Source: an optimization exercise on an open RTL-to-GDS flow (aim: small area). Production flows keep margins and buffers that such runs may drop. Only simulation tests tie the RTL to the original design; equivalence was not proved. Power is estimated from default activity; no workload was simulated.

==> flow/design.v, too long to show whole: its modules and the start of the top module <==
// module mult_add: 590 lines
// module rmux: 3 lines
// module bpp: 3 lines
// module fa: 4 lines
// module fa1: 4 lines
// module or2: 3 lines
// module ha: 4 lines
// module xo: 3 lines
// module xn: 3 lines
// module MAC: 41 lines
module MAC(
input clk,
input rst,
input [16 - 1 : 0] mac_en, 
input [16 * 16 - 1 : 0] img,
input [16 / 8 * 16 - 1 : 0] ker,
input [16 * 28 - 1 : 0] partial_output, 
output [16 * 33 - 1 : 0] result, 
output reg result_vld,
output partial_output_prepare
    );
  // ...
==> flow/flow/run.sh <==
#!/bin/bash
# The standard layout (the standard.sh: standard synthesis, floorplan,
# placement, CTS, routing), with the ports buffered by the smallest buffer
# instead of the one buffer_ports picks on its own.
set -euo pipefail
export BUFFER_PORTS_ARGS="-buffer_cell sky130_fd_sc_hd__buf_1"
bash standard.sh synth > synth.log 2>&1
bash standard.sh finish > finish.log 2>&1
==> flow/standard.sh <==
#!/bin/bash
# synth_recipe.tcl (not shown) runs the flow's synth.tcl, then flattens the netlist and writes it again
# the make line also repeats each setting of config.mk as NAME=value (left out here)
make -C /OpenROAD-flow-scripts/flow DESIGN_CONFIG=/design/flow/config.mk WORK_HOME=/design/flow/orfs CLKGATE_MAP_FILE= SYNTH_SCRIPT=/design/flow/synth_recipe.tcl "${@:-finish}"
==> flow/config.mk <==
export PLATFORM = sky130hd
export DESIGN_NAME = MAC
export DESIGN_NICKNAME = MAC
export VERILOG_FILES = /design/flow/design.v
export SDC_FILE = /design/flow/constraint.sdc
export NUM_CORES = 4
export LEC_CHECK = 0
export ABC_CLOCK_PERIOD_IN_PS = 8500
export CAP_MARGIN = 20
export CORE_MARGIN = 2
export CORE_UTILIZATION = 65
export CTS_CLUSTER_DIAMETER = 70
export CTS_CLUSTER_SIZE = 25
export PLACE_DENSITY = 0.8
export SLEW_MARGIN = 20
export SYNTH_HIERARCHICAL = 1
export SYNTH_MINIMUM_KEEP_SIZE = 0
==> flow/constraint.sdc <==
create_clock -name core_clock -period 8.5 [get_ports {clk}]
set_input_delay 1.7000 -clock core_clock [delete_from_list [all_inputs] [get_ports {clk}]]
set_output_delay 1.7000 -clock core_clock [all_outputs]
set_load 0.01 [all_outputs]
==> flow_summary.toml, run 1 <==
[layout]
n_all_inverters = 272
final_common_cell = "xnor2_1"
nClkBuffers = 98
area_growth_pct = 11.81
multi_input_cells = 9856
drive_above_1_share = 0.05042
design.seq.count = 1073
top_register = "mult_add.u_mult_add.P"
multi_input_area_mm2 = 0.1001

[die]
io_pins = 1284
initial_core_util = 0.6526

[pwr]
cellLeakagePower_uw = 0.05291
clock_power_share = 0.110
vdd_drop_max_mv = 0.5044
pwr-share-seq = 0.162
switching_share = 0.4896
powerSeq_uw = 7300
pg_clk_uw = 4930
p_comb_uw = 32700

[sta]
rsz0062_at_grt = "no"
holdWs_ns = 0.4336
setup-tns-final_ns = 0

[run_status]
status = "finished clean"

[worst_setup_path]
path_delay_family = "adder cells"
critPathMaxFanout = 17
cp_common_cell = "fa_1"
endpoint = "mult_add[14].u_mult_add.P[21]"
slowest_stage = "fa_1"
start_kind = "register"
cp_cell_sequence = "inv_1, nand2_1, o22ai_1, fa_1, fa_1, fa_1, fa_1, fa_1, fa_1, fa_1, fa_1, fa_1, fa_1, ha_1, a21o_1, a22oi_2, o21a_2, inv_2, a21o_1, a31o_1, xor2_1, a22o_1"

[synthesis]
synth-simple-area-share = 0.03634
synth_adder_area_share = 0.3693
syn_nets = 14406
synth-edff-count = 0
synth.most_common_cell = "xnor2_1"
synth_compound_area_frac = 0.2257
synth-seq-cells = 1073
avgSynthCellArea_um2 = 10.92

[routing]
vias = 106893
highest-signal-layer = "met5"

[min_path]
hp-class = "reg -> reg"

[global_routing]
grt_pass1_vias = 107448
use_met1 = 0.5424

[cts]
cts_hold_buffers = 0
ctsResizeCount = 0
==> run 2: changes to the inputs <==
--- a/flow/design.v
+++ b/flow/design.v
@@ -341,23 +341,23 @@
 wire s55, c56; fa u_s55 (.a(c42), .b(c44), .ci(s51), .s(s55), .co(c56));
 wire s57, c58; fa u_s57 (.a(s53), .b(c46), .ci(s55), .s(s57), .co(c58));
 wire s59, c60; fa u_s59 (.a(c48), .b(s57), .ci(c50), .s(s59), .co(c60));
 wire s61, c62; fa u_s61 (.a(C[10]), .b(ng5), .ci(pp0_10), .s(s61), .co(c62));
 wire s63, c64; fa u_s63 (.a(pp1_8), .b(pp2_6), .ci(pp3_4), .s(s63), .co(c64));
 wire s65, c66; fa u_s65 (.a(pp4_2), .b(pp5_0), .ci(c52), .s(s65), .co(c66));
 wire s67, c68; fa u_s67 (.a(c54), .b(s61), .ci(s63), .s(s67), .co(c68));
 wire s69, c70; fa u_s69 (.a(c56), .b(s65), .ci(s67), .s(s69), .co(c70));
-wire s71, c72; ha u_s71 (.a(c58), .b(s69), .s(s71), .co(c72));
+wire s71, c72; fa u_s71 (.a(c58), .b(s69), .ci(c60), .s(s71), .co(c72));
 wire s73, c74; fa u_s73 (.a(C[11]), .b(pp0_11), .ci(pp1_9), .s(s73), .co(c74));
 wire s75, c76; fa u_s75 (.a(pp2_7), .b(pp3_5), .ci(pp4_3), .s(s75), .co(c76));
 wire s77, c78; fa u_s77 (.a(pp5_1), .b(c62), .ci(c64), .s(s77), .co(c78));
 wire s79, c80; fa u_s79 (.a(s73), .b(s75), .ci(c66), .s(s79), .co(c80));
 wire s81, c82; fa u_s81 (.a(c68), .b(s77), .ci(s79), .s(s81), .co(c82));
-wire s83, c84; ha u_s83 (.a(c70), .b(c72), .s(s83), .co(c84));
+wire s83, c84; fa u_s83 (.a(c70), .b(s81), .ci(c72), .s(s83), .co(c84));
 wire s85, c86; fa u_s85 (.a(C[12]), .b(ng6), .ci(pp0_12), .s(s85), .co(c86));
 wire s87, c88; fa u_s87 (.a(pp1_10), .b(pp2_8), .ci(pp3_6), .s(s87), .co(c88));
 wire s89, c90; fa u_s89 (.a(pp4_4), .b(pp5_2), .ci(pp6_0), .s(s89), .co(c90));
 wire s91, c92; fa u_s91 (.a(c74), .b(c76), .ci(s85), .s(s91), .co(c92));
 wire s93, c94; fa u_s93 (.a(s87), .b(s89), .ci(c78), .s(s93), .co(c94));
 wire s95, c96; fa u_s95 (.a(s91), .b(c80), .ci(s93), .s(s95), .co(c96));
 wire s97, c98; ha u_s97 (.a(c82), .b(s95), .s(s97), .co(c98));
 wire s99, c100; fa u_s99 (.a(C[13]), .b(pp0_13), .ci(pp1_11), .s(s99), .co(c100));
@@ -446,19 +446,17 @@
 wire s265, c266; fa u_s265 (.a(C[26]), .b(pp5_16), .ci(pp6_14), .s(s265), .co(c266));
 wire s267, c268; fa u_s267 (.a(pp7_12), .b(c258), .ci(s265), .s(s267), .co(c268));
 wire s269, c270; fa u_s269 (.a(c260), .b(s267), .ci(c262), .s(s269), .co(c270));
 wire s271, c272; fa u_s271 (.a(c27n), .b(pp6_15), .ci(pp7_13), .s(s271), .co(c272));
 wire s273, c274; fa u_s273 (.a(c266), .b(s271), .ci(c268), .s(s273), .co(c274));
 wire s275, c276; fa u_s275 (.a(pp6_16), .b(pp7_14), .ci(c272), .s(s275), .co(c276));
 wire s277 = ~pp7_15;
 wire c278 = pp7_15;
-wire g10, p10; ha u_gp10 (.a(s71), .b(c60), .s(p10), .co(g10));
-wire g11, p11; ha u_gp11 (.a(s81), .b(s83), .s(p11), .co(g11));
-wire g12, p12; ha u_gp12 (.a(c84), .b(s97), .s(p12), .co(g12));
+wire g12, p12; ha u_gp12 (.a(s97), .b(c84), .s(p12), .co(g12));
 wire g13, p13; ha u_gp13 (.a(c98), .b(s111), .s(p13), .co(g13));
 wire g14, p14; ha u_gp14 (.a(c112), .b(s127), .s(p14), .co(g14));
 wire g15, p15; ha u_gp15 (.a(c128), .b(s143), .s(p15), .co(g15));
 wire g16, p16; ha u_gp16 (.a(c144), .b(s159), .s(p16), .co(g16));
 wire g17, p17; ha u_gp17 (.a(s175), .b(c160), .s(p17), .co(g17));
 wire g18, p18; ha u_gp18 (.a(c176), .b(s189), .s(p18), .co(g18));
 wire g19, p19; ha u_gp19 (.a(s203), .b(c190), .s(p19), .co(g19));
 wire g20, p20; ha u_gp20 (.a(c204), .b(s215), .s(p20), .co(g20));
@@ -471,113 +469,105 @@
 wire g27, p27; ha u_gp27 (.a(s273), .b(c270), .s(p27), .co(g27));
 wire g28, p28; ha u_gp28 (.a(s275), .b(c274), .s(p28), .co(g28));
 wire g29, p29; ha u_gp29 (.a(s277), .b(c276), .s(p29), .co(g29));
 wire g30, p30; ha u_gp30 (.a(c278), .b(pp7_16), .s(p30), .co(g30));
 wire g31 = 1'b0;
 wire p31 = 1'b1;
 wire g32 = 1'b0;
 wire p32 = 1'b1;
-wire G279 = g11 | (p11 & g10);
-wire P280 = p11 & p10;
-wire G281 = g13 | (p13 & g12);
-wire P282 = p13 & p12;
-wire G283 = g15 | (p15 & g14);
-wire P284 = p15 & p14;
-wire G285 = g17 | (p17 & g16);
-wire P286 = p17 & p16;
-wire G287 = g19 | (p19 & g18);
-wire P288 = p19 & p18;
-wire G289 = g21 | (p21 & g20);
-wire P290 = p21 & p20;
-wire G291 = g23 | (p23 & g22);
-wire P292 = p23 & p22;
-wire G293 = g25 | (p25 & g24);
-wire P294 = p25 & p24;
-wire G295 = g27 | (p27 & g26);
-wire P296 = p27 & p26;
-wire G297 = g29 | (p29 & g28);
-wire P298 = p29 & p28;
-wire G299 = g31 | (p31 & g30);
-wire P300 = p31 & p30;
-wire G301 = G281 | (P282 & G279);
-wire P302 = P282 & P280;
-wire G303 = G285 | (P286 & G283);
-wire P304 = P286 & P284;
-wire G305 = G289 | (P290 & G287);
-wire P306 = P290 & P288;
-wire G307 = G293 | (P294 & G291);
-wire P308 = P294 & P292;
-wire G309 = G297 | (P298 & G295);
-wire P310 = P298 & P296;
-wire G311 = G303 | (P304 & G301);
-wire P312 = P304 & P302;
-wire G313 = G307 | (P308 & G305);
-wire P314 = P308 & P306;
-wire G315 = G313 | (P314 & G311);
-wire P316 = P314 & P312;
-wire G317 = G305 | (P306 & G311);
-wire P318 = P306 & P312;
-wire G319 = G309 | (P310 & G315);
-wire P320 = P310 & P316;
-wire G321 = G283 | (P284 & G301);
-wire P322 = P284 & P302;
-wire G323 = G287 | (P288 & G311);
-wire P324 = P288 & P312;
-wire G325 = G291 | (P292 & G317);
-wire P326 = P292 & P318;
-wire G327 = G295 | (P296 & G315);
-wire P328 = P296 & P316;
-wire G329 = G299 | (P300 & G319);
-wire P330 = P300 & P320;
-wire G331 = g12 | (p12 & G279);
-wire P332 = p12 & P280;
-wire G333 = g14 | (p14 & G301);
-wire P334 = p14 & P302;
-wire G335 = g16 | (p16 & G321);
-wire P336 = p16 & P322;
-wire G337 = g18 | (p18 & G311);
-wire P338 = p18 & P312;
-wire G339 = g20 | (p20 & G323);
-wire P340 = p20 & P324;
-wire G341 = g22 | (p22 & G317);
-wire P342 = p22 & P318;
-wire G343 = g24 | (p24 & G325);
-wire P344 = p24 & P326;
-wire G345 = g26 | (p26 & G315);
-wire P346 = p26 & P316;
-wire G347 = g28 | (p28 & G327);
-wire P348 = p28 & P328;
-wire G349 = g30 | (p30 & G319);
-wire P350 = p30 & P320;
-wire G351 = g32 | (p32 & G329);
-wire P352 = p32 & P330;
-wire o353; xo u_o353 (.a(p11), .b(g10), .y(o353));
-wire o354; xo u_o354 (.a(p12), .b(G279), .y(o354));
-wire o355; xo u_o355 (.a(p13), .b(G331), .y(o355));
-wire o356; xo u_o356 (.a(p14), .b(G301), .y(o356));
-wire o357; xo u_o357 (.a(p15), .b(G333), .y(o357));
-wire o358; xo u_o358 (.a(p16), .b(G321), .y(o358));
-wire o359; xo u_o359 (.a(p17), .b(G335), .y(o359));
-wire o360; xo u_o360 (.a(p18), .b(G311), .y(o360));
-wire o361; xo u_o361 (.a(p19), .b(G337), .y(o361));
-wire o362; xo u_o362 (.a(p20), .b(G323), .y(o362));
-wire o363; xo u_o363 (.a(p21), .b(G339), .y(o363));
-wire o364; xo u_o364 (.a(p22), .b(G317), .y(o364));
-wire o365; xo u_o365 (.a(p23), .b(G341), .y(o365));
-wire o366; xo u_o366 (.a(p24), .b(G325), .y(o366));
-wire o367; xo u_o367 (.a(p25), .b(G343), .y(o367));
-wire o368; xo u_o368 (.a(p26), .b(G315), .y(o368));
-wire o369; xo u_o369 (.a(p27), .b(G345), .y(o369));
-wire o370; xo u_o370 (.a(p28), .b(G327), .y(o370));
-wire o371; xo u_o371 (.a(p29), .b(G347), .y(o371));
-wire o372; xo u_o372 (.a(p30), .b(G319), .y(o372));
-wire o373 = p31 ^ G349;
-wire o374 = p32 ^ G329;
-wire [32:0] sum = {o374, o373, o372, o371, o370, o369, o368, o367, o366, o365, o364, o363, o362, o361, o360, o359, o358, o357, o356, o355, o354, o353, p10, s59, s49, s39, s31, s23, s17, s11, s7, s3, s1};
+wire G279 = g13 | (p13 & g12);
+wire P280 = p13 & p12;
+wire G281 = g15 | (p15 & g14);
+wire P282 = p15 & p14;
+wire G283 = g17 | (p17 & g16);
+wire P284 = p17 & p16;
+wire G285 = g19 | (p19 & g18);
+wire P286 = p19 & p18;
+wire G287 = g21 | (p21 & g20);
+wire P288 = p21 & p20;
+wire G289 = g23 | (p23 & g22);
+wire P290 = p23 & p22;
+wire G291 = g25 | (p25 & g24);
+wire P292 = p25 & p24;
+wire G293 = g27 | (p27 & g26);
+wire P294 = p27 & p26;
+wire G295 = g29 | (p29 & g28);
+wire P296 = p29 & p28;
+wire G297 = g31 | (p31 & g30);
+wire P298 = p31 & p30;
+wire G299 = G281 | (P282 & G279);
+wire P300 = P282 & P280;
+wire G301 = G285 | (P286 & G283);
+wire P302 = P286 & P284;
+wire G303 = G289 | (P290 & G287);
+wire P304 = P290 & P288;
+wire G305 = G293 | (P294 & G291);
+wire P306 = P294 & P292;
+wire G307 = G297 | (P298 & G295);
+wire P308 = P298 & P296;
+wire G309 = G301 | (P302 & G299);
+wire P310 = P302 & P300;
+wire G311 = G305 | (P306 & G303);
+wire P312 = P306 & P304;
+wire G313 = G311 | (P312 & G309);
+wire P314 = P312 & P310;
+wire G315 = G303 | (P304 & G309);
+wire P316 = P304 & P310;
+wire G317 = G307 | (P308 & G313);
+wire P318 = P308 & P314;
+wire G319 = G283 | (P284 & G299);
+wire P320 = P284 & P300;
+wire G321 = G287 | (P288 & G309);
+wire P322 = P288 & P310;
+wire G323 = G291 | (P292 & G315);
+wire P324 = P292 & P316;
+wire G325 = G295 | (P296 & G313);
+wire P326 = P296 & P314;
+wire G327 = g14 | (p14 & G279);
+wire P328 = p14 & P280;
+wire G329 = g16 | (p16 & G299);
+wire P330 = p16 & P300;
+wire G331 = g18 | (p18 & G319);
+wire P332 = p18 & P320;
+wire G333 = g20 | (p20 & G309);
+wire P334 = p20 & P310;
+wire G335 = g22 | (p22 & G321);
+wire P336 = p22 & P322;
+wire G337 = g24 | (p24 & G315);
+wire P338 = p24 & P316;
+wire G339 = g26 | (p26 & G323);
+wire P340 = p26 & P324;
+wire G341 = g28 | (p28 & G313);
+wire P342 = p28 & P314;
+wire G343 = g30 | (p30 & G325);
+wire P344 = p30 & P326;
+wire G345 = g32 | (p32 & G317);
+wire P346 = p32 & P318;
+wire o347; xo u_o347 (.a(p13), .b(g12), .y(o347));
+wire o348; xo u_o348 (.a(p14), .b(G279), .y(o348));
+wire o349; xo u_o349 (.a(p15), .b(G327), .y(o349));
+wire o350; xo u_o350 (.a(p16), .b(G299), .y(o350));
+wire o351; xo u_o351 (.a(p17), .b(G329), .y(o351));
+wire o352; xo u_o352 (.a(p18), .b(G319), .y(o352));
+wire o353; xo u_o353 (.a(p19), .b(G331), .y(o353));
+wire o354; xo u_o354 (.a(p20), .b(G309), .y(o354));
+wire o355; xo u_o355 (.a(p21), .b(G333), .y(o355));
+wire o356; xo u_o356 (.a(p22), .b(G321), .y(o356));
+wire o357; xo u_o357 (.a(p23), .b(G335), .y(o357));
+wire o358; xo u_o358 (.a(p24), .b(G315), .y(o358));
+wire o359; xo u_o359 (.a(p25), .b(G337), .y(o359));
+wire o360; xo u_o360 (.a(p26), .b(G323), .y(o360));
+wire o361; xo u_o361 (.a(p27), .b(G339), .y(o361));
+wire o362; xo u_o362 (.a(p28), .b(G313), .y(o362));
+wire o363; xo u_o363 (.a(p29), .b(G341), .y(o363));
+wire o364; xo u_o364 (.a(p30), .b(G325), .y(o364));
+wire o365 = p31 ^ G343;
+wire o366 = p32 ^ G317;
+wire [32:0] sum = {o366, o365, o364, o363, o362, o361, o360, o359, o358, o357, o356, o355, o354, o353, o352, o351, o350, o349, o348, o347, p12, s83, s71, s59, s49, s39, s31, s23, s17, s11, s7, s3, s1};
 genvar i;
 generate for (i = 0; i < 16; i = i + 1) begin : ab_in
     rmux u_a (.e1(e1), .d(A[i]), .e0(e0), .q(a_r[i]), .y(a_d[i]));
     rmux u_b (.e1(e1), .d(B[i]), .e0(e0), .q(b_r[i]), .y(b_d[i]));
 end
 for (i = 0; i < 33; i = i + 1) begin : p_in
     rmux u_p (.e1(e1), .d(sum[i]), .e0(e0), .q(P[i]), .y(p_d[i]));
 end
==> run 2 against run 1 <==
Critical path depth stayed put. Hold slack got worse by 0.024 ns. Synthesized area fell by 0.85%. Clock-buffer cell count is 6 higher.
==> flow_summary.toml, run 2 <==
[worst_setup_path]
slowest_stage = "fa_1"
cp_common_cell = "fa_1"
critPathKind = "in -> reg"
worst-path-buf-inv = 2
path_delay_family = "adder cells"
critPathMaxFanout = 4
cp-end-kind = "register"
reg2reg_depth = 24
crit_required_ns = 9.19
start_kind = "input pin"
worstPathArrival_ns = 8.77
cp.depth = 22
reg2reg_from = "mult_add[7].u_mult_add.b_r[1]"
crit_start = "partial_output[252]"
cp_cell_sequence = "buf_1, fa_1, fa_1, fa_1, fa_1, fa_1, fa_1, fa_1, fa_1, fa_1, fa_1, fa_1, fa_1, ha_1, a21o_1, a31o_4, a32o_2, a21oi_2, inv_2, a21o_1, xor2_1, a22o_1"
cpPeakStageDelay_ns = 0.50

[min_path]
hp-start = "mac_en_d[0][1]"
hold_depth = 0
hp-class = "reg -> reg"

[layout]
area_growth_pct = 12.77
final_cell_mix = "xnor2_1, o22ai_1, fa_1"
largest_registers = "mult_add.u_mult_add.P x528, mult_add.u_mult_add.a_r x256, mult_add.u_mult_add.b_r x256"
final_common_cell = "xnor2_1"
layout.nets = 16073
largest_register_ffs = 528
fin_cells = 15568
fin_area_mm2 = 0.1367
top_register = "mult_add.u_mult_add.P"
drive_above_1_share = 0.06224

[cts]
cts_setup_buffers = 0
cts.sinks = 1073
htree_num_levels = 3
ctsLongestPathBuffers = 3
clk_pin_slew_worst_paths_ns = 0.08
cts_root_buf = "clkbuf_16"
clkLatencyLatePin_ns = 0.81
cts_tree = "done"
cts-buffers-inserted = 94

[routing]
antenna_left = 0
avgViaCountPerCell = 6.911
dr.pass1.iters = 12
post-route-drc-count = 0
routed_wl_mm = 447.0
vias = 107596
drt_iter0_drc = 12257
wl_per_cell_um = 28.71

[synthesis]
synthXorXnorAreaFrac = 0.1838
synth_area_leaders = "fa_1, dfxtp_1, xnor2_1, o22ai_1, a22o_1"
synth_seq_area_share = 0.1771
synth_adder_area_share = 0.3711
synth.mux.area_fraction = 0
synth_top_area_frac = 0.3249
syn_inst = 11076
synth_compound_area_frac = 0.2252
synth.most_common_cell = "xnor2_1"
synthDistinctLibCells = 32
syn_nets = 14246
ys.flop_type = "dfxtp_1"
synth_top_cell_by_area = "fa_1"
ys_top_cells_by_count = "xnor2_1, o22ai_1, fa_1"
syn-cell-area_mm2 = 0.1213
avgSynthCellArea_um2 = 10.95
async_flop_share = 0
synth-seq-cells = 1073
synth-edff-count = 0
yosys_warnings = 9
synth_top_family_by_area = "adder cells"
synth-simple-area-share = 0.03467

[pwr]
p_per_area_mw_per_mm2 = 335.0
p_total_uw = 45810
vdd_drop_max_mv = 0.6223
intPower_uw = 23360
switching_share = 0.4902
p_sw_uw = 22460
pwr-share-seq = 0.158
cellLeakagePower_uw = 0.05251
clock_power_share = 0.109
power_frac_comb = 0.733

[sta]
finalSetupViolations = 0
rsz0062_at_grt = "no"
finalCriticalPeriod_ns = 8.082
drv_slew = 0
hold_viol = 0
fmax_mhz = 123.7
slew_headroom = 0.2575
finClkSkew_ns = 0.04941
worstMarginPinSlew_ns = 1.108
fin_crit_sh = 0.9508

[placed_design]
place_congestion = 1.044
hpwl_mm = 353.8
portBuffers = 1283
dpl-instance-area_mm2 = 0.1329
dp.cells = 15287

[global_routing]
grt_pass1_wl_mm = 669.5
grt_max_degree = 66
grt_pass1_vias = 108723
grt_antenna_before_repair = 132
grt.total_usage = 0.4619
overflow = 0

[run_status]
status = "finished clean"

[die]
initial_core_util = 0.6539
fp.dieW_um = 435.9
fp.coreArea_mm2 = 0.1854
die_area_mm2 = 0.1900
std_cell_rows = 158
io_pins = 1284
die_y_um = 435.9

[flow_run]
cap_violations = 0
-- run 2: cell count changes after synthesis, moves of 32 or more --
cell and change:
o31a_1 +32, a31o_1 -32, xor2_1 -32, a21o_1 -48
nor2_1 +48, o21ai_1 -32, o21ai_0 +64, o21a_1 -32
fa_1 +32, ha_1 -64
-- run 2: metal layers --
| layer | global-route usage | vias up | part of all wire |
|---|---|---|---|
| li1 | - | 45069 | - |
| met1 | 0.5562 | 53408 | 0.34 |
| met2 | 0.6890 | 7248 | 0.43 |
| met3 | 0.1300 | 1813 | 0.11 |
| met4 | 0.3865 | 58 | 0.11 |
| met5 | 0 | - | 0.00081 |
-- run 2: path summary, 6_finish.rpt --
kind,to,slack (ns)
worst max-delay path,mult_add[9].u_mult_add.P[25],0.42
worst min-delay path,result_vld,0.41
worst max register to register,mult_add[7].u_mult_add.P[25],0.48
worst min register to register,result_vld,0.41
-- run 2: layout make-up --
cell class	instances	area [um^2]
clock buffer	104	2482
tap	2480	3103
clock inverter	72	1109
multi-input combinational	9744	99130
fill	13363	48690
timing repair buffer	1734	8212
inverter	256	960.9
antenna	105	262.8
sequential	1073	21480
-- run 2: through the flow --
stage | worst slack [ns] | TNS (ns) | util | hold WS, ns
4_1_cts | 0.3434 | 0 | 0.7360 | 0.4037
5_1_grt | 0.2169 | 0 | 0.7371 | 0.4101
2_1_floorplan | 0.3975 | 0 | - | 0.3891
3_3_place_gp | -0.07071 | -0.3965 | 0.7166 | 0.3939
3_5_place_dp | -0.1981 | -7.526 | 0.7166 | 0.3925
6_report | 0.4184 | 0 | 0.7374 | 0.4098
-- run 2: power groups by stage --
stage                     Sequential (uW)  Clock, uW  Combinational, uW
after CTS                            7170       5050              33000
after floorplan                      7320          0              23400
after detailed placement             7260          0              32700
after global routing                 7290       5210              36700
final                                7230       5010              33600
after global placement               7250          0              31100
-- run 2: logic make-up after synthesis --
logic type	count (synthesis)
xor+xnor	2544
fa+ha+maj	2416
buf+inv	259
compound gates	3856
simple gates	928
flops	1073
-- run 2: timing repair --
item	4_1_cts	5_1_grt
resized for setup	0	1
hold buffers	0	0
endpoints found under the setup margin	0	2
-- run 2: per-module statistics from Yosys (local to each module, per instance), a selection --
module / flip-flops and latches / cells / times used / area [um^2]
MAC: 33 / 84 / 1 / 983.4
xn: 0 / 1 / 2256 / 8.758
fa: 0 / 1 / 1968 / 20.02
mult_add: 65 / 178 / 16 / 1904
xo: 0 / 1 / 288 / 8.758
bpp: 0 / 1 / 2048 / 6.256
rmux: 0 / 1 / 1040 / 8.758
ha: 0 / 1 / 448 / 12.51
or2: 0 / 1 / 96 / 6.256
==> run 3: changes to the inputs <==
--- a/flow/config.mk
+++ b/flow/config.mk
@@ -10,6 +10,6 @@
 export CORE_MARGIN = 2
-export CORE_UTILIZATION = 65
+export CORE_UTILIZATION = 75
 export CTS_CLUSTER_DIAMETER = 70
 export CTS_CLUSTER_SIZE = 25
-export PLACE_DENSITY = 0.8
+export PLACE_DENSITY = 0.88
 export SLEW_MARGIN = 20
==> run 3 against run 2 <==
Synthesized cell count stayed put. Highest routed layer unchanged. Still clean on timing, DRC and antenna. Clock skew is 0.012 ns higher. Critical endpoint is now mult_add[5].u_mult_add.P[25]. Die area is 13% lower. Critical path depth is 2 higher. Clock-buffer cell count is 7 lower.
==> flow_summary.toml, run 3 <==
[run_status]
status = "finished clean"

[routing]
post-route-drc-count = 0
wl_per_cell_um = 30.84
drt_iter0_drc = 17734
routed_wl_mm = 471.6
antenna_left = 0
avgViaCountPerCell = 7.434
dr.pass1.iters = 12
vias = 113663

[pwr]
p_per_area_mw_per_mm2 = 340.6
cellLeakagePower_uw = 0.05231
p_total_uw = 46360
vdd_drop_max_mv = 0.5438

[die]
fp.coreArea_mm2 = 0.1606
fp.dieW_um = 406.1
initial_core_util = 0.7552
std_cell_rows = 147
io_pins = 1284
die_area_mm2 = 0.1649
die_y_um = 406.1

[global_routing]
grt.total_usage = 0.5632
grt_pass1_wl_mm = 697.7
grt_pass1_vias = 115219
grt_antenna_before_repair = 191
overflow = 0
grt_max_degree = 66

[layout]
area_growth_pct = 12.27
largest_register_ffs = 528
final_cell_mix = "xnor2_1, o22ai_1, fa_1"
final_common_cell = "xnor2_1"
fin_util = 0.8478
largest_registers = "mult_add.u_mult_add.P x528, mult_add.u_mult_add.a_r x256, mult_add.u_mult_add.b_r x256"
top_register = "mult_add.u_mult_add.P"
layout.nets = 16055
drive_above_1_share = 0.05980

[synthesis]
synth_seq_area_share = 0.1771
ys_top_cells_by_count = "xnor2_1, o22ai_1, fa_1"
avgSynthCellArea_um2 = 10.95
syn_inst = 11076
synthDistinctLibCells = 32
ys.flop_type = "dfxtp_1"
synth.most_common_cell = "xnor2_1"
synth_top_area_frac = 0.3249
synth-edff-count = 0
async_flop_share = 0
syn-cell-area_mm2 = 0.1213
syn_nets = 14246
synth_area_leaders = "fa_1, dfxtp_1, xnor2_1, o22ai_1, a22o_1"
synth_top_cell_by_area = "fa_1"
yosys_warnings = 9
synth-seq-cells = 1073

[sta]
setup-tns-final_ns = 0
fin_ws_ns = 0.2046
fin_crit_sh = 0.9759
fmax_mhz = 120.5
hold_viol = 0
slew_headroom = 0.1507
drv_slew = 0
finalSetupViolations = 0
rsz0062_at_grt = "no"
worstMarginPinSlew_ns = 1.274
finalCriticalPeriod_ns = 8.295
finClkSkew_ns = 0.06142

[cts]
cts.sinks = 1073
cts_hold_buffers = 0
cts_setup_buffers = 0
clkLatencyLatePin_ns = 0.81
cts-buffers-inserted = 89
ctsLongestPathBuffers = 3
ctsResizeCount = 0
clk_pin_slew_worst_paths_ns = 0.10
cts_tree = "done"
htree_num_levels = 3
cts_root_buf = "clkbuf_16"

[worst_setup_path]
crit_start = "mult_add[5].u_mult_add.b_r[1]"
start_kind = "register"
crit_required_ns = 9.19
cp-end-kind = "register"
critPathMaxFanout = 8
critPathKind = "reg -> reg"
reg2reg_from = "mult_add[5].u_mult_add.b_r[1]"
worstPathArrival_ns = 8.98

[min_path]
hp-class = "reg -> reg"
hp-start = "mac_en_d[10][0]"

[placed_design]
portBuffers = 1283
post-place-ws_ns = -0.2270
place_congestion = 1.079
hpwl_mm = 357.0

[flow_run]
cap_violations = 0
## run 3: cells by family (layout without fill, tap and decap cells)
kind of cell               count (synthesis)  after routing  synth area share
other                                      0            169                 0
adders and majority gates               2416           2416            0.3711
buffers and inverters                    259           2143          0.008110
DFF                                     1073           1073            0.1771
xor gates and xnor gates                2544           2544            0.1838
and+or+nand+nor                          928            928           0.03467
AOI/OAI and AO/OA                       3856           3856            0.2252
## run 3: report_power, final
part	leakage (uW)	switching (uW)	internal (uW)
clock network	0.00161	2600	2230
logic	0.0418	19500	14700
registers	0.00887	1200	6110
total	0.0523	23300	23100
## run 3: path summary, 6_finish.rpt
kind | endpoint | slack, ns | cells after the start
max | mult_add[5].u_mult_add.P[25] | 0.20 | 24
min | mac_en_d[10][1] | 0.45 | 1
max reg2reg | mult_add[5].u_mult_add.P[25] | 0.20 | 24
min reg2reg | mac_en_d[10][1] | 0.45 | 1
## run 3: per-stage QoR
step                cells  hold slack [ns]  cell area (um^2)
floorplan           11076           0.3891            121300
global placement    14954           0.4159            132300
detailed placement  14954           0.4261            132300
CTS                 15120           0.4512            135700
global route        15233           0.4576            136000
finish              15289           0.4459            136100
## run 3: metal layers
| layer | routed length (um) | track usage | up-vias |
|---|---|---|---|
| met3 | 79380 | 0.2826 | 3445 |
| met1 | 142700 | 0.6217 | 54517 |
| li1 | - | - | 45107 |
| met5 | 1005 | 0.01368 | - |
| met4 | 54870 | 0.5055 | 108 |
| met2 | 193600 | 0.7931 | 10486 |
## run 3: cell type report
| type | instances | area (um^2) |
|---|---|---|
| well taps | 2160 | 2703 |
| diodes | 169 | 422.9 |
| inverters | 256 | 960.9 |
| repair buffers | 1721 | 8115 |
| fillers | 8700 | 24440 |
| clock buffers | 97 | 2341 |
| flip-flops and latches | 1073 | 21480 |
| multi-input cells | 9744 | 99080 |
| clock inverters | 69 | 1033 |
## run 3: critical path, stage by stage, from the launching register on
cell     delay [ns]
dfxtp_1        0.53
buf_4          0.30
xnor2_1        0.18
o22ai_1        0.26
fa_1           0.46
fa_1           0.48
fa_1           0.45
fa_1           0.41
fa_1           0.39
fa_1           0.40
fa_1           0.42
fa_1           0.39
fa_1           0.38
fa_1           0.41
fa_1           0.40
fa_1           0.40
ha_1           0.23
a21o_1         0.20
a31o_4         0.29
a32o_2         0.30
a21oi_2        0.26
inv_2          0.06
a21o_1         0.19
xor2_1         0.16
a22o_1         0.22
## run 3: per-module statistics from Yosys (local to each module, per instance), excerpt
module	copies in the design	flops+latches
mult_add	16	65
MAC	1	33
fa	1968	0
ha	448	0
rmux	1040	0
xn	2256	0
xo	288	0
bpp	2048	0
or2	96	0

[what the ideal ports hide]
No port has a modelled driver above. Below, the same layouts with a new extraction and two added sets of constraints.
Step 1 sets driving cells, clkbuf_16 on the clock port and buf_2 on the other inputs (assumed; they add their load-dependent delay and slew).
Step 2 times the ports against the registers' clock, not the clock port: input delays grow and output delays shrink by t, the midpoint of the rising clock arrivals with the driver on.
Slacks: ideal ports / drivers / drivers and shift; pairs: ideal ports / drivers.
| run | t, ns | setup WS [ns] | slew at the worst register clock pin (ns) | worst data-port slew with drivers (ns) |
|---|---|---|---|---|
| run 1 | 0.875 | 1.080 / 1.080 / 0.397 | 0.09 / 0.09 | 0.35 |
| run 2 | 0.894 | 0.418 / 0.482 / -0.390 | 0.10 / 0.10 | 0.32 |
| run 3 | 0.878 | 0.205 / 0.205 / -0.495 | 0.10 / 0.10 | 0.43 |
Met with ideal ports but missed after step 2: setup timing in run 2 and run 3. The setup slack of run 2, which loses most, moves by +0.064 ns with the drivers and by -0.808 ns with both steps.
